Source: an optimization exercise on an open RTL-to-GDS flow (aim: small area, a short achievable clock period and few clock cycles). Production flows keep margins and buffers that such runs may drop. Only simulation tests tie the RTL to the original design; equivalence was not proved.

## flow/config.mk

```make
export PLATFORM = sky130hd
export DESIGN_NAME = geofence
export DESIGN_NICKNAME = geofence
export VERILOG_FILES = /design/flow/design.v
export SDC_FILE = /design/flow/constraint.sdc
export NUM_CORES = 4
export LEC_CHECK = 0
export CAP_MARGIN = 20
export CORE_MARGIN = 2
export CORE_UTILIZATION = 40
export SLEW_MARGIN = 20
export SYNTH_HIERARCHICAL = 1
export SYNTH_MINIMUM_KEEP_SIZE = 0
```

## flow/constraint.sdc

```tcl
create_clock -name core_clock -period 13.0 [get_ports {clk}]
set_input_delay 2.6000 -clock core_clock [delete_from_list [all_inputs] [get_ports {clk}]]
set_output_delay 2.6000 -clock core_clock [all_outputs]
set_load 0.01 [all_outputs]
```

## flow/design.v

```verilog
module geofence ( clk,reset,X,Y,valid,is_inside);
input clk;
input reset;
input [9:0] X;
input [9:0] Y;
output valid;
output is_inside;
reg [3:0] cnt;
reg [9:0] ox, oy;
reg v_sx, v_sy, a_sx, a_sy, b_sx, b_sy;
reg [9:0] v_mx, v_my, a_mx, a_my, b_mx, b_my;
reg [11:0] v_3x, v_3y;
reg ins_r;
wire lt1, eq1, lt2, eq2;
xcmp u_x1(.am(a_mx), .vm(v_my), .v3m(v_3y), .an(a_my), .vn(v_mx), .v3n(v_3x), .lt(lt1), .eq(eq1));
xcmp u_x2(.am(b_mx), .vm(v_my), .v3m(v_3y), .an(b_my), .vn(v_mx), .v3n(v_3x), .lt(lt2), .eq(eq2));
function [1:0] cross_sign;
    input p_sx, p_sy;
    input [9:0] p_mx, p_my;
    input q_sx, q_sy;
    input [9:0] q_mx, q_my;
    input lt, eq;
    reg sp, sq, zp, zq;
    begin
        sp = p_sx ^ q_sy;
        sq = p_sy ^ q_sx;
        zp = (p_mx == 10'd0) || (q_my == 10'd0);
        zq = (p_my == 10'd0) || (q_mx == 10'd0);
        case ({sp, sq})
            2'b00: cross_sign = {lt, eq};
            2'b11: cross_sign = {!lt && !eq, eq};
            2'b01: cross_sign = {1'b0, zp && zq};
            2'b10: cross_sign = {!(zp && zq), zp && zq};
        endcase
    end
endfunction
wire [1:0] c1 = cross_sign(a_sx, a_sy, a_mx, a_my, v_sx, v_sy, v_mx, v_my, lt1, eq1);
wire [1:0] c2 = cross_sign(b_sx, b_sy, b_mx, b_my, v_sx, v_sy, v_mx, v_my, lt2, eq2);
wire s1n = c1[1], s1z = c1[0];
wire s2n = c2[1], s2z = c2[0];
wire s1p = !s1n && !s1z;
wire s2p = !s2n && !s2z;
wire same = (a_sx == v_sx && a_mx != 10'd0 && v_mx != 10'd0) ||
            (a_sy == v_sy && a_my != 10'd0 && v_my != 10'd0);
wire hit = (s1n && !s2n) || (s1z && s2p) || (s1z && s2z && !same);
wire load = (cnt == 4'd2);
assign valid = (cnt == 4'd8);
assign is_inside = ins_r;
wire [10:0] dx = {1'b0, X} - {1'b0, ox};
wire [10:0] dy = {1'b0, Y} - {1'b0, oy};
wire [9:0] mx = dx[10] ? -dx[9:0] : dx[9:0];
wire [9:0] my = dy[10] ? -dy[9:0] : dy[9:0];
always @(posedge clk or posedge reset) begin
    if (reset)
        cnt <= 4'd0;
    else
        cnt <= (cnt == 4'd8) ? 4'd0 : cnt + 4'd1;
end
always @(posedge clk) begin
    if (cnt == 4'd0) begin
        ox <= X;
        oy <= Y;
    end
    v_sx <= dx[10];
    v_sy <= dy[10];
    v_mx <= mx;
    v_my <= my;
    v_3x <= {2'b0, mx} + {1'b0, mx, 1'b0};
    v_3y <= {2'b0, my} + {1'b0, my, 1'b0};
    if (load || (s1n && s2n)) begin
        a_sx <= v_sx; a_sy <= v_sy; a_mx <= v_mx; a_my <= v_my;
    end
    if (load || (s1p && s2p)) begin
        b_sx <= v_sx; b_sy <= v_sy; b_mx <= v_mx; b_my <= v_my;
    end
    ins_r <= !load && (ins_r || hit);
end
endmodule
module xcmp(am, vm, v3m, an, vn, v3n, lt, eq);
input [9:0] am, vm, an, vn;
input [11:0] v3m, v3n;
output lt, eq;
wire s1;
wire s2;
wire s3;
wire p4;
wire p5;
wire p6;
wire p7;
wire p8;
wire p9;
wire p10;
wire p11;
wire p12;
wire p13;
wire p14;
wire p15;
wire s16;
wire s17;
wire s18;
wire p19;
wire p20;
wire p21;
wire p22;
wire p23;
wire p24;
wire p25;
wire p26;
wire p27;
wire p28;
wire p29;
wire p30;
wire s31;
wire s32;
wire s33;
wire p34;
wire p35;
wire p36;
wire p37;
wire p38;
wire p39;
wire p40;
wire p41;
wire p42;
wire p43;
wire p44;
wire p45;
wire s46;
wire s47;
wire s48;
wire p49;
wire p50;
wire p51;
wire p52;
wire p53;
wire p54;
wire p55;
wire p56;
wire p57;
wire p58;
wire p59;
wire p60;
wire s61;
wire s62;
wire s63;
wire p64;
wire p65;
wire p66;
wire p67;
wire p68;
wire p69;
wire p70;
wire p71;
wire p72;
wire p73;
wire p74;
wire p75;
wire s76;
wire s77;
wire s78;
wire p79;
wire p80;
wire p81;
wire p82;
wire p83;
wire p84;
wire p85;
wire p86;
wire p87;
wire p88;
wire p89;
wire p90;
wire s91;
wire s92;
wire s93;
wire p94;
wire p95;
wire p96;
wire p97;
wire p98;
wire p99;
wire p100;
wire p101;
wire p102;
wire p103;
wire p104;
wire p105;
wire s106;
wire s107;
wire s108;
wire p109;
wire p110;
wire p111;
wire p112;
wire p113;
wire p114;
wire p115;
wire p116;
wire p117;
wire p118;
wire p119;
wire p120;
wire s121;
wire s122;
wire s123;
wire p124;
wire p125;
wire p126;
wire p127;
wire p128;
wire p129;
wire p130;
wire p131;
wire p132;
wire p133;
wire p134;
wire p135;
wire s136;
wire s137;
wire s138;
wire p139;
wire p140;
wire p141;
wire p142;
wire p143;
wire p144;
wire p145;
wire p146;
wire p147;
wire p148;
wire p149;
wire p150;
wire s151;
wire c152;
wire s153;
wire c154;
wire s155;
wire c156;
wire s157;
wire c158;
wire s159;
wire c160;
wire s161;
wire c162;
wire s163;
wire c164;
wire s165;
wire c166;
wire s167;
wire c168;
wire s169;
wire c170;
wire s171;
wire c172;
wire s173;
wire c174;
wire s175;
wire c176;
wire s177;
wire c178;
wire s179;
wire c180;
wire s181;
wire c182;
wire s183;
wire c184;
wire s185;
wire c186;
wire s187;
wire c188;
wire s189;
wire c190;
wire s191;
wire c192;
wire s193;
wire c194;
wire s195;
wire c196;
wire s197;
wire c198;
wire s199;
wire c200;
wire s201;
wire c202;
wire s203;
wire c204;
wire s205;
wire c206;
wire s207;
wire c208;
wire s209;
wire c210;
wire s211;
wire c212;
wire s213;
wire c214;
wire s215;
wire c216;
wire s217;
wire c218;
wire s219;
wire c220;
wire s221;
wire c222;
wire s223;
wire c224;
wire s225;
wire c226;
wire s227;
wire c228;
wire s229;
wire c230;
wire s231;
wire c232;
wire s233;
wire c234;
wire s235;
wire c236;
wire s237;
wire c238;
wire s239;
wire c240;
wire s241;
wire c242;
wire s243;
wire c244;
wire s245;
wire c246;
wire s247;
wire c248;
wire s249;
wire c250;
wire s251;
wire c252;
wire s253;
wire c254;
wire s255;
wire c256;
wire s257;
wire c258;
wire s259;
wire c260;
wire s261;
wire c262;
wire s263;
wire c264;
wire s265;
wire c266;
wire s267;
wire c268;
wire s269;
wire c270;
wire s271;
wire c272;
wire s273;
wire c274;
wire s275;
wire c276;
wire s277;
wire c278;
wire s279;
wire c280;
wire s281;
wire c282;
wire s283;
wire c284;
wire s285;
wire c286;
wire s287;
wire c288;
wire s289;
wire c290;
wire s291;
wire c292;
wire s293;
wire c294;
wire s295;
wire c296;
wire s297;
wire c298;
wire s299;
wire c300;
wire s301;
wire c302;
wire s303;
wire c304;
wire s305;
wire c306;
wire s307;
wire c308;
wire s309;
wire c310;
wire s311;
wire c312;
wire s313;
wire c314;
wire s315;
wire c316;
wire s317;
wire c318;
wire s319;
wire c320;
wire s321;
wire c322;
wire s323;
wire c324;
wire s325;
wire c326;
wire s327;
wire c328;
wire s329;
wire c330;
wire s331;
wire c332;
wire s333;
wire c334;
wire s335;
wire c336;
wire s337;
wire c338;
wire s339;
wire c340;
wire s341;
wire c342;
wire s343;
wire c344;
wire s345;
wire c346;
wire s347;
wire c348;
wire s349;
wire c350;
wire s351;
wire c352;
wire s353;
wire c354;
assign s1 = am[0] & ~am[1];
assign s2 = ~am[0] & am[1];
assign s3 = am[0] & am[1];
assign p4 = (s1 & vm[0]) | (s3 & v3m[0]);
assign p5 = (s1 & vm[1]) | (s2 & vm[0]) | (s3 & v3m[1]);
assign p6 = (s1 & vm[2]) | (s2 & vm[1]) | (s3 & v3m[2]);
assign p7 = (s1 & vm[3]) | (s2 & vm[2]) | (s3 & v3m[3]);
assign p8 = (s1 & vm[4]) | (s2 & vm[3]) | (s3 & v3m[4]);
assign p9 = (s1 & vm[5]) | (s2 & vm[4]) | (s3 & v3m[5]);
assign p10 = (s1 & vm[6]) | (s2 & vm[5]) | (s3 & v3m[6]);
assign p11 = (s1 & vm[7]) | (s2 & vm[6]) | (s3 & v3m[7]);
assign p12 = (s1 & vm[8]) | (s2 & vm[7]) | (s3 & v3m[8]);
assign p13 = (s1 & vm[9]) | (s2 & vm[8]) | (s3 & v3m[9]);
assign p14 = (s2 & vm[9]) | (s3 & v3m[10]);
assign p15 = (s3 & v3m[11]);
assign s16 = am[2] & ~am[3];
assign s17 = ~am[2] & am[3];
assign s18 = am[2] & am[3];
assign p19 = (s16 & vm[0]) | (s18 & v3m[0]);
assign p20 = (s16 & vm[1]) | (s17 & vm[0]) | (s18 & v3m[1]);
assign p21 = (s16 & vm[2]) | (s17 & vm[1]) | (s18 & v3m[2]);
assign p22 = (s16 & vm[3]) | (s17 & vm[2]) | (s18 & v3m[3]);
assign p23 = (s16 & vm[4]) | (s17 & vm[3]) | (s18 & v3m[4]);
assign p24 = (s16 & vm[5]) | (s17 & vm[4]) | (s18 & v3m[5]);
assign p25 = (s16 & vm[6]) | (s17 & vm[5]) | (s18 & v3m[6]);
assign p26 = (s16 & vm[7]) | (s17 & vm[6]) | (s18 & v3m[7]);
assign p27 = (s16 & vm[8]) | (s17 & vm[7]) | (s18 & v3m[8]);
assign p28 = (s16 & vm[9]) | (s17 & vm[8]) | (s18 & v3m[9]);
assign p29 = (s17 & vm[9]) | (s18 & v3m[10]);
assign p30 = (s18 & v3m[11]);
assign s31 = am[4] & ~am[5];
assign s32 = ~am[4] & am[5];
assign s33 = am[4] & am[5];
assign p34 = (s31 & vm[0]) | (s33 & v3m[0]);
assign p35 = (s31 & vm[1]) | (s32 & vm[0]) | (s33 & v3m[1]);
assign p36 = (s31 & vm[2]) | (s32 & vm[1]) | (s33 & v3m[2]);
assign p37 = (s31 & vm[3]) | (s32 & vm[2]) | (s33 & v3m[3]);
assign p38 = (s31 & vm[4]) | (s32 & vm[3]) | (s33 & v3m[4]);
assign p39 = (s31 & vm[5]) | (s32 & vm[4]) | (s33 & v3m[5]);
assign p40 = (s31 & vm[6]) | (s32 & vm[5]) | (s33 & v3m[6]);
assign p41 = (s31 & vm[7]) | (s32 & vm[6]) | (s33 & v3m[7]);
assign p42 = (s31 & vm[8]) | (s32 & vm[7]) | (s33 & v3m[8]);
assign p43 = (s31 & vm[9]) | (s32 & vm[8]) | (s33 & v3m[9]);
assign p44 = (s32 & vm[9]) | (s33 & v3m[10]);
assign p45 = (s33 & v3m[11]);
assign s46 = am[6] & ~am[7];
assign s47 = ~am[6] & am[7];
assign s48 = am[6] & am[7];
assign p49 = (s46 & vm[0]) | (s48 & v3m[0]);
assign p50 = (s46 & vm[1]) | (s47 & vm[0]) | (s48 & v3m[1]);
assign p51 = (s46 & vm[2]) | (s47 & vm[1]) | (s48 & v3m[2]);
assign p52 = (s46 & vm[3]) | (s47 & vm[2]) | (s48 & v3m[3]);
assign p53 = (s46 & vm[4]) | (s47 & vm[3]) | (s48 & v3m[4]);
assign p54 = (s46 & vm[5]) | (s47 & vm[4]) | (s48 & v3m[5]);
assign p55 = (s46 & vm[6]) | (s47 & vm[5]) | (s48 & v3m[6]);
assign p56 = (s46 & vm[7]) | (s47 & vm[6]) | (s48 & v3m[7]);
assign p57 = (s46 & vm[8]) | (s47 & vm[7]) | (s48 & v3m[8]);
assign p58 = (s46 & vm[9]) | (s47 & vm[8]) | (s48 & v3m[9]);
assign p59 = (s47 & vm[9]) | (s48 & v3m[10]);
assign p60 = (s48 & v3m[11]);
assign s61 = am[8] & ~am[9];
assign s62 = ~am[8] & am[9];
assign s63 = am[8] & am[9];
assign p64 = (s61 & vm[0]) | (s63 & v3m[0]);
assign p65 = (s61 & vm[1]) | (s62 & vm[0]) | (s63 & v3m[1]);
assign p66 = (s61 & vm[2]) | (s62 & vm[1]) | (s63 & v3m[2]);
assign p67 = (s61 & vm[3]) | (s62 & vm[2]) | (s63 & v3m[3]);
assign p68 = (s61 & vm[4]) | (s62 & vm[3]) | (s63 & v3m[4]);
assign p69 = (s61 & vm[5]) | (s62 & vm[4]) | (s63 & v3m[5]);
assign p70 = (s61 & vm[6]) | (s62 & vm[5]) | (s63 & v3m[6]);
assign p71 = (s61 & vm[7]) | (s62 & vm[6]) | (s63 & v3m[7]);
assign p72 = (s61 & vm[8]) | (s62 & vm[7]) | (s63 & v3m[8]);
assign p73 = (s61 & vm[9]) | (s62 & vm[8]) | (s63 & v3m[9]);
assign p74 = (s62 & vm[9]) | (s63 & v3m[10]);
assign p75 = (s63 & v3m[11]);
assign s76 = an[0] & ~an[1];
assign s77 = ~an[0] & an[1];
assign s78 = an[0] & an[1];
assign p79 = ~((s76 & vn[0]) | (s78 & v3n[0]));
assign p80 = ~((s76 & vn[1]) | (s77 & vn[0]) | (s78 & v3n[1]));
assign p81 = ~((s76 & vn[2]) | (s77 & vn[1]) | (s78 & v3n[2]));
assign p82 = ~((s76 & vn[3]) | (s77 & vn[2]) | (s78 & v3n[3]));
assign p83 = ~((s76 & vn[4]) | (s77 & vn[3]) | (s78 & v3n[4]));
assign p84 = ~((s76 & vn[5]) | (s77 & vn[4]) | (s78 & v3n[5]));
assign p85 = ~((s76 & vn[6]) | (s77 & vn[5]) | (s78 & v3n[6]));
assign p86 = ~((s76 & vn[7]) | (s77 & vn[6]) | (s78 & v3n[7]));
assign p87 = ~((s76 & vn[8]) | (s77 & vn[7]) | (s78 & v3n[8]));
assign p88 = ~((s76 & vn[9]) | (s77 & vn[8]) | (s78 & v3n[9]));
assign p89 = ~((s77 & vn[9]) | (s78 & v3n[10]));
assign p90 = ~((s78 & v3n[11]));
assign s91 = an[2] & ~an[3];
assign s92 = ~an[2] & an[3];
assign s93 = an[2] & an[3];
assign p94 = ~((s91 & vn[0]) | (s93 & v3n[0]));
assign p95 = ~((s91 & vn[1]) | (s92 & vn[0]) | (s93 & v3n[1]));
assign p96 = ~((s91 & vn[2]) | (s92 & vn[1]) | (s93 & v3n[2]));
assign p97 = ~((s91 & vn[3]) | (s92 & vn[2]) | (s93 & v3n[3]));
assign p98 = ~((s91 & vn[4]) | (s92 & vn[3]) | (s93 & v3n[4]));
assign p99 = ~((s91 & vn[5]) | (s92 & vn[4]) | (s93 & v3n[5]));
assign p100 = ~((s91 & vn[6]) | (s92 & vn[5]) | (s93 & v3n[6]));
assign p101 = ~((s91 & vn[7]) | (s92 & vn[6]) | (s93 & v3n[7]));
assign p102 = ~((s91 & vn[8]) | (s92 & vn[7]) | (s93 & v3n[8]));
assign p103 = ~((s91 & vn[9]) | (s92 & vn[8]) | (s93 & v3n[9]));
assign p104 = ~((s92 & vn[9]) | (s93 & v3n[10]));
assign p105 = ~((s93 & v3n[11]));
assign s106 = an[4] & ~an[5];
assign s107 = ~an[4] & an[5];
assign s108 = an[4] & an[5];
assign p109 = ~((s106 & vn[0]) | (s108 & v3n[0]));
assign p110 = ~((s106 & vn[1]) | (s107 & vn[0]) | (s108 & v3n[1]));
assign p111 = ~((s106 & vn[2]) | (s107 & vn[1]) | (s108 & v3n[2]));
assign p112 = ~((s106 & vn[3]) | (s107 & vn[2]) | (s108 & v3n[3]));
assign p113 = ~((s106 & vn[4]) | (s107 & vn[3]) | (s108 & v3n[4]));
assign p114 = ~((s106 & vn[5]) | (s107 & vn[4]) | (s108 & v3n[5]));
assign p115 = ~((s106 & vn[6]) | (s107 & vn[5]) | (s108 & v3n[6]));
assign p116 = ~((s106 & vn[7]) | (s107 & vn[6]) | (s108 & v3n[7]));
assign p117 = ~((s106 & vn[8]) | (s107 & vn[7]) | (s108 & v3n[8]));
assign p118 = ~((s106 & vn[9]) | (s107 & vn[8]) | (s108 & v3n[9]));
assign p119 = ~((s107 & vn[9]) | (s108 & v3n[10]));
assign p120 = ~((s108 & v3n[11]));
assign s121 = an[6] & ~an[7];
assign s122 = ~an[6] & an[7];
assign s123 = an[6] & an[7];
assign p124 = ~((s121 & vn[0]) | (s123 & v3n[0]));
assign p125 = ~((s121 & vn[1]) | (s122 & vn[0]) | (s123 & v3n[1]));
assign p126 = ~((s121 & vn[2]) | (s122 & vn[1]) | (s123 & v3n[2]));
assign p127 = ~((s121 & vn[3]) | (s122 & vn[2]) | (s123 & v3n[3]));
assign p128 = ~((s121 & vn[4]) | (s122 & vn[3]) | (s123 & v3n[4]));
assign p129 = ~((s121 & vn[5]) | (s122 & vn[4]) | (s123 & v3n[5]));
assign p130 = ~((s121 & vn[6]) | (s122 & vn[5]) | (s123 & v3n[6]));
assign p131 = ~((s121 & vn[7]) | (s122 & vn[6]) | (s123 & v3n[7]));
assign p132 = ~((s121 & vn[8]) | (s122 & vn[7]) | (s123 & v3n[8]));
assign p133 = ~((s121 & vn[9]) | (s122 & vn[8]) | (s123 & v3n[9]));
assign p134 = ~((s122 & vn[9]) | (s123 & v3n[10]));
assign p135 = ~((s123 & v3n[11]));
assign s136 = an[8] & ~an[9];
assign s137 = ~an[8] & an[9];
assign s138 = an[8] & an[9];
assign p139 = ~((s136 & vn[0]) | (s138 & v3n[0]));
assign p140 = ~((s136 & vn[1]) | (s137 & vn[0]) | (s138 & v3n[1]));
assign p141 = ~((s136 & vn[2]) | (s137 & vn[1]) | (s138 & v3n[2]));
assign p142 = ~((s136 & vn[3]) | (s137 & vn[2]) | (s138 & v3n[3]));
assign p143 = ~((s136 & vn[4]) | (s137 & vn[3]) | (s138 & v3n[4]));
assign p144 = ~((s136 & vn[5]) | (s137 & vn[4]) | (s138 & v3n[5]));
assign p145 = ~((s136 & vn[6]) | (s137 & vn[5]) | (s138 & v3n[6]));
assign p146 = ~((s136 & vn[7]) | (s137 & vn[6]) | (s138 & v3n[7]));
assign p147 = ~((s136 & vn[8]) | (s137 & vn[7]) | (s138 & v3n[8]));
assign p148 = ~((s136 & vn[9]) | (s137 & vn[8]) | (s138 & v3n[9]));
assign p149 = ~((s137 & vn[9]) | (s138 & v3n[10]));
assign p150 = ~((s138 & v3n[11]));
assign s151 = ~(p12 ^ p25);
assign c152 = p12 | p25;
fa3 us153(.a(p13), .b(p26), .c(p39), .s(s153), .co(c154));
fa3 us155(.a(p14), .b(p27), .c(p40), .s(s155), .co(c156));
fa3 us157(.a(p15), .b(p28), .c(p41), .s(s157), .co(c158));
assign s159 = ~p29;
assign c160 = p29;
assign s161 = ~p30;
assign c162 = p30;
assign s163 = ~p8;
assign c164 = p8;
ha2 us165(.a(p9), .b(p22), .s(s165), .co(c166));
assign s167 = ~(p10 ^ p23);
assign c168 = p10 | p23;
fa3 us169(.a(p36), .b(p49), .c(p85), .s(s169), .co(c170));
fa3 us171(.a(p11), .b(p24), .c(p37), .s(s171), .co(c172));
fa3 us173(.a(p50), .b(p86), .c(p99), .s(s173), .co(c174));
fa3 us175(.a(p38), .b(p51), .c(p64), .s(s175), .co(c176));
fa3 us177(.a(p87), .b(p100), .c(p113), .s(s177), .co(c178));
ha2 us179(.a(p126), .b(p139), .s(s179), .co(c180));
fa3 us181(.a(p52), .b(p65), .c(p88), .s(s181), .co(c182));
fa3 us183(.a(p101), .b(p114), .c(p127), .s(s183), .co(c184));
fa3 us185(.a(p140), .b(s153), .c(c152), .s(s185), .co(c186));
fa3 us187(.a(p53), .b(p66), .c(p89), .s(s187), .co(c188));
fa3 us189(.a(p102), .b(p115), .c(p128), .s(s189), .co(c190));
fa3 us191(.a(p141), .b(s155), .c(c154), .s(s191), .co(c192));
fa3 us193(.a(p54), .b(p67), .c(p90), .s(s193), .co(c194));
fa3 us195(.a(p103), .b(p116), .c(p129), .s(s195), .co(c196));
fa3 us197(.a(p142), .b(s157), .c(c156), .s(s197), .co(c198));
fa3 us199(.a(p42), .b(p55), .c(p68), .s(s199), .co(c200));
fa3 us201(.a(p104), .b(p117), .c(p130), .s(s201), .co(c202));
fa3 us203(.a(p143), .b(s159), .c(c158), .s(s203), .co(c204));
fa3 us205(.a(p43), .b(p56), .c(p69), .s(s205), .co(c206));
fa3 us207(.a(p105), .b(p118), .c(p131), .s(s207), .co(c208));
fa3 us209(.a(p144), .b(s161), .c(c160), .s(s209), .co(c210));
fa3 us211(.a(p44), .b(p57), .c(p70), .s(s211), .co(c212));
fa3 us213(.a(p119), .b(p132), .c(p145), .s(s213), .co(c214));
assign s215 = ~(p45 ^ p58);
assign c216 = p45 | p58;
ha2 us217(.a(p71), .b(p120), .s(s217), .co(c218));
assign s219 = ~p6;
assign c220 = p6;
ha2 us221(.a(p7), .b(p20), .s(s221), .co(c222));
fa3 us223(.a(p21), .b(p34), .c(p83), .s(s223), .co(c224));
ha2 us225(.a(p96), .b(p109), .s(s225), .co(c226));
fa3 us227(.a(p35), .b(p84), .c(p97), .s(s227), .co(c228));
fa3 us229(.a(p110), .b(s165), .c(c164), .s(s229), .co(c230));
fa3 us231(.a(p98), .b(p111), .c(p124), .s(s231), .co(c232));
fa3 us233(.a(s167), .b(s169), .c(c166), .s(s233), .co(c234));
fa3 us235(.a(p112), .b(p125), .c(s171), .s(s235), .co(c236));
fa3 us237(.a(s173), .b(c168), .c(c170), .s(s237), .co(c238));
fa3 us239(.a(s151), .b(s175), .c(s177), .s(s239), .co(c240));
fa3 us241(.a(s179), .b(c172), .c(c174), .s(s241), .co(c242));
fa3 us243(.a(s181), .b(s183), .c(s185), .s(s243), .co(c244));
fa3 us245(.a(c176), .b(c178), .c(c180), .s(s245), .co(c246));
fa3 us247(.a(s187), .b(s189), .c(s191), .s(s247), .co(c248));
fa3 us249(.a(c182), .b(c184), .c(c186), .s(s249), .co(c250));
fa3 us251(.a(s193), .b(s195), .c(s197), .s(s251), .co(c252));
fa3 us253(.a(c188), .b(c190), .c(c192), .s(s253), .co(c254));
fa3 us255(.a(s199), .b(s201), .c(s203), .s(s255), .co(c256));
fa3 us257(.a(c194), .b(c196), .c(c198), .s(s257), .co(c258));
fa3 us259(.a(s205), .b(s207), .c(s209), .s(s259), .co(c260));
fa3 us261(.a(c200), .b(c202), .c(c204), .s(s261), .co(c262));
fa3 us263(.a(c162), .b(s211), .c(s213), .s(s263), .co(c264));
fa3 us265(.a(c206), .b(c208), .c(c210), .s(s265), .co(c266));
fa3 us267(.a(p133), .b(p146), .c(s215), .s(s267), .co(c268));
fa3 us269(.a(s217), .b(c212), .c(c214), .s(s269), .co(c270));
fa3 us271(.a(p59), .b(p72), .c(p134), .s(s271), .co(c272));
fa3 us273(.a(p147), .b(c216), .c(c218), .s(s273), .co(c274));
assign s275 = ~(p60 ^ p73);
assign c276 = p60 | p73;
ha2 us277(.a(p135), .b(p148), .s(s277), .co(c278));
ha2 us279(.a(p19), .b(p81), .s(s279), .co(c280));
fa3 us281(.a(p82), .b(p95), .c(s221), .s(s281), .co(c282));
fa3 us283(.a(s163), .b(s223), .c(s225), .s(s283), .co(c284));
fa3 us285(.a(s227), .b(s229), .c(c224), .s(s285), .co(c286));
fa3 us287(.a(s231), .b(s233), .c(c228), .s(s287), .co(c288));
fa3 us289(.a(s235), .b(s237), .c(c232), .s(s289), .co(c290));
fa3 us291(.a(s239), .b(s241), .c(c236), .s(s291), .co(c292));
fa3 us293(.a(s243), .b(s245), .c(c240), .s(s293), .co(c294));
fa3 us295(.a(s247), .b(s249), .c(c244), .s(s295), .co(c296));
fa3 us297(.a(s251), .b(s253), .c(c248), .s(s297), .co(c298));
fa3 us299(.a(s255), .b(s257), .c(c252), .s(s299), .co(c300));
fa3 us301(.a(s259), .b(s261), .c(c256), .s(s301), .co(c302));
fa3 us303(.a(s263), .b(s265), .c(c260), .s(s303), .co(c304));
fa3 us305(.a(s267), .b(s269), .c(c264), .s(s305), .co(c306));
fa3 us307(.a(s271), .b(s273), .c(c268), .s(s307), .co(c308));
fa3 us309(.a(s275), .b(s277), .c(c272), .s(s309), .co(c310));
fa3 us311(.a(p74), .b(p149), .c(c276), .s(s311), .co(c312));
assign s313 = ~p75;
assign c314 = p75;
assign s315 = ~p4;
assign c316 = p4;
ha2 us317(.a(p5), .b(p80), .s(s317), .co(c318));
fa3 us319(.a(p94), .b(s219), .c(s279), .s(s319), .co(c320));
fa3 us321(.a(c220), .b(s281), .c(c280), .s(s321), .co(c322));
fa3 us323(.a(c222), .b(s283), .c(c282), .s(s323), .co(c324));
fa3 us325(.a(c226), .b(s285), .c(c284), .s(s325), .co(c326));
fa3 us327(.a(c230), .b(s287), .c(c286), .s(s327), .co(c328));
fa3 us329(.a(c234), .b(s289), .c(c288), .s(s329), .co(c330));
fa3 us331(.a(c238), .b(s291), .c(c290), .s(s331), .co(c332));
fa3 us333(.a(c242), .b(s293), .c(c292), .s(s333), .co(c334));
fa3 us335(.a(c246), .b(s295), .c(c294), .s(s335), .co(c336));
fa3 us337(.a(c250), .b(s297), .c(c296), .s(s337), .co(c338));
fa3 us339(.a(c254), .b(s299), .c(c298), .s(s339), .co(c340));
fa3 us341(.a(c258), .b(s301), .c(c300), .s(s341), .co(c342));
fa3 us343(.a(c262), .b(s303), .c(c302), .s(s343), .co(c344));
fa3 us345(.a(c266), .b(s305), .c(c304), .s(s345), .co(c346));
fa3 us347(.a(c270), .b(s307), .c(c306), .s(s347), .co(c348));
fa3 us349(.a(c274), .b(s309), .c(c308), .s(s349), .co(c350));
fa3 us351(.a(c278), .b(s311), .c(c310), .s(s351), .co(c352));
fa3 us353(.a(p150), .b(s313), .c(c312), .s(s353), .co(c354));
wire [20:0] r1 = {c314, s353, s351, s349, s347, s345, s343, s341, s339, s337, s335, s333, s331, s329, s327, s325, s323, s321, s319, s317, p79};
wire [20:0] r2 = {c354, c352, c350, c348, c346, c344, c342, c340, c338, c336, c334, c332, c330, c328, c326, c324, c322, c320, c318, c316, s315};
csign u_sign(.r1(r1), .r2(r2), .neg(lt));
czero u_zero(.r1(r1), .r2(r2), .zero(eq));
endmodule
module csign(r1, r2, neg);
input [20:0] r1, r2;
output neg;
wire [19:0] g0 = r1[19:0] & r2[19:0];
wire [19:0] p0 = r1[19:0] | r2[19:0];
wire [19:0] g1, p1, g2, p2, g3, p3, g4, p4, g5, p5;
genvar i;
generate for (i = 0; i < 20; i = i + 1) begin : pf
    if (i % 2 == 1) begin
        assign g1[i] = g0[i] | (p0[i] & g0[i - 1]);
        assign p1[i] = p0[i] & p0[i - 1];
    end else begin
        assign g1[i] = g0[i]; assign p1[i] = p0[i];
    end
    if (i % 4 >= 2) begin
        assign g2[i] = g1[i] | (p1[i] & g1[i - i % 4 + 1]);
        assign p2[i] = p1[i] & p1[i - i % 4 + 1];
    end else begin
        assign g2[i] = g1[i]; assign p2[i] = p1[i];
    end
    if (i % 8 >= 4) begin
        assign g3[i] = g2[i] | (p2[i] & g2[i - i % 8 + 3]);
        assign p3[i] = p2[i] & p2[i - i % 8 + 3];
    end else begin
        assign g3[i] = g2[i]; assign p3[i] = p2[i];
    end
    if (i % 16 >= 8) begin
        assign g4[i] = g3[i] | (p3[i] & g3[i - i % 16 + 7]);
        assign p4[i] = p3[i] & p3[i - i % 16 + 7];
    end else begin
        assign g4[i] = g3[i]; assign p4[i] = p3[i];
    end
    if (i % 32 >= 16) begin
        assign g5[i] = g4[i] | (p4[i] & g4[i - i % 32 + 15]);
        assign p5[i] = p4[i] & p4[i - i % 32 + 15];
    end else begin
        assign g5[i] = g4[i]; assign p5[i] = p4[i];
    end
end endgenerate
assign neg = r1[20] ^ r2[20] ^ g5[19];
endmodule
module czero(r1, r2, zero);
input [20:0] r1, r2;
output zero;
wire [20:0] zx = r1 ^ r2;
wire [20:0] zo = {r1[19:0] | r2[19:0], 1'b0};
assign zero = (zx == zo);
endmodule
module fa3(a, b, c, s, co);
input a, b, c;
output s, co;
assign s = a ^ b ^ c;
assign co = (a & b) | (c & (a ^ b));
endmodule
module ha2(a, b, s, co);
input a, b;
output s, co;
assign s = a ^ b;
assign co = a & b;
endmodule
```

## flow/run.sh

```bash
#!/bin/bash
# synth_recipe.tcl (not shown) runs the flow's synth.tcl, then flattens the netlist and writes it again
# the make line also repeats each setting of config.mk as NAME=value (left out here)
make -C /OpenROAD-flow-scripts/flow DESIGN_CONFIG=/design/flow/config.mk WORK_HOME=/design/flow/orfs CLKGATE_MAP_FILE= SYNTH_SCRIPT=/design/flow/synth_recipe.tcl finish
```

==> impl_results.md <==
* Skew-Pair Late Insertion Delay at 0.41 ns
* ANT nets after route at 0
* Synth Area in Compound Gates at 15.74%
* Core Rows at 73
* Die width at 205.1 um
* Initial Util at 40.60%
* First-pass GRT wire length at 71210 um
* CTS tree: built
* RSZ-0062 raised after global routing: no
* Flip-flop and latch count after synthesis at 113
* Crit path kind: register to register
* Hold slack final at 0.4791 ns
* Largest family of logic cells by synthesized area: adder cells
* Final setup viols at 0
* Vias in the first global route at 12563
* Layout area overhead at 6.430%
* Synthesized area per cell at 10.65 um^2
* Status: timing/DRC/antenna clean
* Place WS at 5.762 ns
* Post-CTS Resized at 0
* Ratio of final minimum period to clock period at 55.82%
* Cell count after synthesis at 1518
* Post-synth EDFFs at 64
* Startpoint type of the worst setup path: register
* Largest net degree at the start of global routing at 34
* Synth Area in Simple Gates at 7.181%
* Setup TNS at 0 ns
* R2R setup slack at 5.74 ns
* Post-CTS Setup Bufs at 0
* Chip Height at 205.1 um
* Root Buffer: clkbuf_16
* Met3 usage at 4.470%
* Mux cell area share after synthesis at 16.81%
* IO Pins at 24
* R2R Path Start: b_mx[2]
* Min-delay src: cnt[0]
* Vias at 12093
* Post-synthesis adder-cell area fraction at 29.88%
* Nets at 1788
* Crit path capture: a_mx[9]
* Worst slew pin tran at 1.174 ns
* Most instantiated cells after synthesis: fa_1 (172), inv_1 (140), mux2_2 (140)
* CTS Buf Count at 17
* Worst hold path class: register to register
* # diodes at 0
* Worst Setup Slack, final at 5.743 ns
* Final hold violations at 0
* Aggregate routed wire length at 44850 um
* Worst r2r dst: a_mx[9]
* Worst Setup SP: b_mx[2]
* Fmax at 137.8 MHz
* Congestion Overflow GR at 0
* Gpl congestion at 0.8549
* Crit path DAT at 7.28 ns
* Ys async rst share at 3.540%
* Vias per cell at 5.984
* Layout Skew at 0.01023 ns
* DRT Pass-1 Iters at 7
* Clock transition at path regs at 0.05 ns
* Most numerous cell in the Yosys netlist: fa_1
* Reg2reg path depth at 17
* Worst path required time at 13.02 ns
* Synth area leaders: fa_1 (21%), edfxtp_1 (12%), mux2_2 (9.8%), ha_1 (8.6%), mux2_4 (5.9%)
* Met2 Resource Use GR at 34.44%
* Clock sinks at 113
* Initial antenna violation count at 0
* CORE AREA at 39820 um^2
* Register area share after synthesis at 18.08%
* Distinct cell type count after synthesis at 68
* Critical Path End Type: register
* Post-DR wirelength/cell at 22.19 um
* Max-cap check violation count at 0
* Synth top area share at 21.30%
* Yosys warns at 7
* Crit-path max FO at 22
* GR peak layer: met2
* Met1 Resource Use GR at 29.42%
* H-Tree Depth at 4
* DRC errors left at 0
* Max Slew Vio Count at 0
* Port Buffers at 23
* Yosys top cell by area: fa_1
* Cts hold-fix bufs at 0
* Post-Syn Nets at 1823
* XOR/XNOR Fraction of Synth Area at 5.525%
* Mapped Area at 16170 um^2
* Slew HR at 21.63%
* Die ar. at 42050 um^2
* Layout cell share with drive strength beyond 1 at 19.12%
* Overall routing resource usage at 21.89%
* Starting DRT DRC Count at 1023
* Post-DP HPWL at 32500 um
* Fin crit period at 7.257 ns
* Maximum buffer depth of the clock tree at 2
* Main synth FF type: edfxtp_1
## final cells by class
cell class / instances / area (um^2)
clock buffers: 17 / 425.4
clock inverters: 15 / 112.6
fillers: 3885 / 22610
inverters: 140 / 525.5
multi-input cells: 1164 / 12150
flip-flops and latches: 113 / 2924
well taps: 525 / 656.9
repair buffers: 47 / 410.4
## logic make-up after synthesis
logic type,after synthesis
AOI/OAI and AO/OA,334
xor gates and xnor gates,102
adders and majority gates,283
buffers and inverters,241
DFF,113
muxes,222
and+or+nand+nor,223
## flip-flops by register name (all words and copies together) (netlist names), 10 cells and up
signal / cells
v_3x: 12
v_3y: 12
a_mx: 10
a_my: 10
b_mx: 10
b_my: 10
ox: 10
oy: 10
## modules after synthesis (local to each module, per instance)
module    area, um^2  copies in the design
czero          636.9                     2
geofence        5306                     1
xcmp            2691                     2
csign          321.6                     2
ha2            12.51                    16
fa3            20.02                   168
## metrics by stage
stage                     util, %  area, um^2  std cells
after CTS                   43.21       17210       2021
after floorplan                 -       16170       1518
after global placement      41.86       16670       1989
after detailed placement    41.86       16670       1989
after global routing        43.21       17210       2021
final                       43.21       17210       2021
## cells in the final DEF, fill, tap and decap left out, types with 44 or more instances in the layout
cell	count
mux2_4	64
ha_1	111
inv_1	140
nor2_1	48
a22o_1	83
a22oi_1	112
mux2_2	140
fa_1	172
xnor2_1	83
dfxtp_1	44
nand2_1	45
edfxtp_1	64
## routing by layer
metal	wire (um)	share of wire, %
met2	20230	45
met5	0	0
met3	3676	8.2
met4	1821	4.1
met1	19120	43
## critical path, stage by stage (launching register included)
cell and delay, ns:
edfxtp_1 0.83, nor2b_1 0.74, a22o_1 0.30, fa_1 0.45
fa_1 0.56, fa_1 0.45, fa_1 0.51, fa_1 0.60
o2111a_1 0.20, a31oi_1 0.04, a21boi_0 0.47, a211oi_1 0.13
a21oi_1 0.21, a211oi_2 0.13, nor2_1 0.11, o21ai_0 0.07
o21ai_0 0.31, a21o_1 0.75
## worst min path at each step
| stage | cells past startpoint | slack, ns | to |
|---|---|---|---|
| final | 1 | 0.48 | cnt[0] |
| after global routing | 1 | 0.53 | cnt[0] |
| after CTS | 1 | 0.48 | cnt[0] |
| after detailed placement | 1 | 0.48 | cnt[0] |
| after global placement | 1 | 0.47 | cnt[0] |
| after floorplan | 1 | 0.45 | cnt[0] |
Testbench counts, summed over its fixed seeds: cycles 21,600.

==> separate check: timing with driven ports <==
No port has a modelled driver above. Below, the same layout with a new extraction and two added sets of constraints.
Step 1: set_driving_cell puts a clkbuf_16 on clk and a buf_2 on each other input, an assumption about the parent block.
Step 2 moves the port delays by t, midway between the first and last clock arrival at a register: inputs arrive t later, outputs are due t later. That takes back most of the time a late clock gives input paths.
Slacks: no drivers / after step 1 / after step 2; pairs: no drivers / after step 1.
shift t [ns]: 0.442
setup slack, ns: 5.743 / 5.743 / 5.743
worst register clock-pin slew, ns: 0.06 / 0.06
worst data-port slew with drivers (ns): 0.03
cell pins on the clock port's net: 1
After both steps this run still meets setup and hold. The setup slack of this run moves by 0.000 ns with the drivers and by 0.000 ns with both steps.
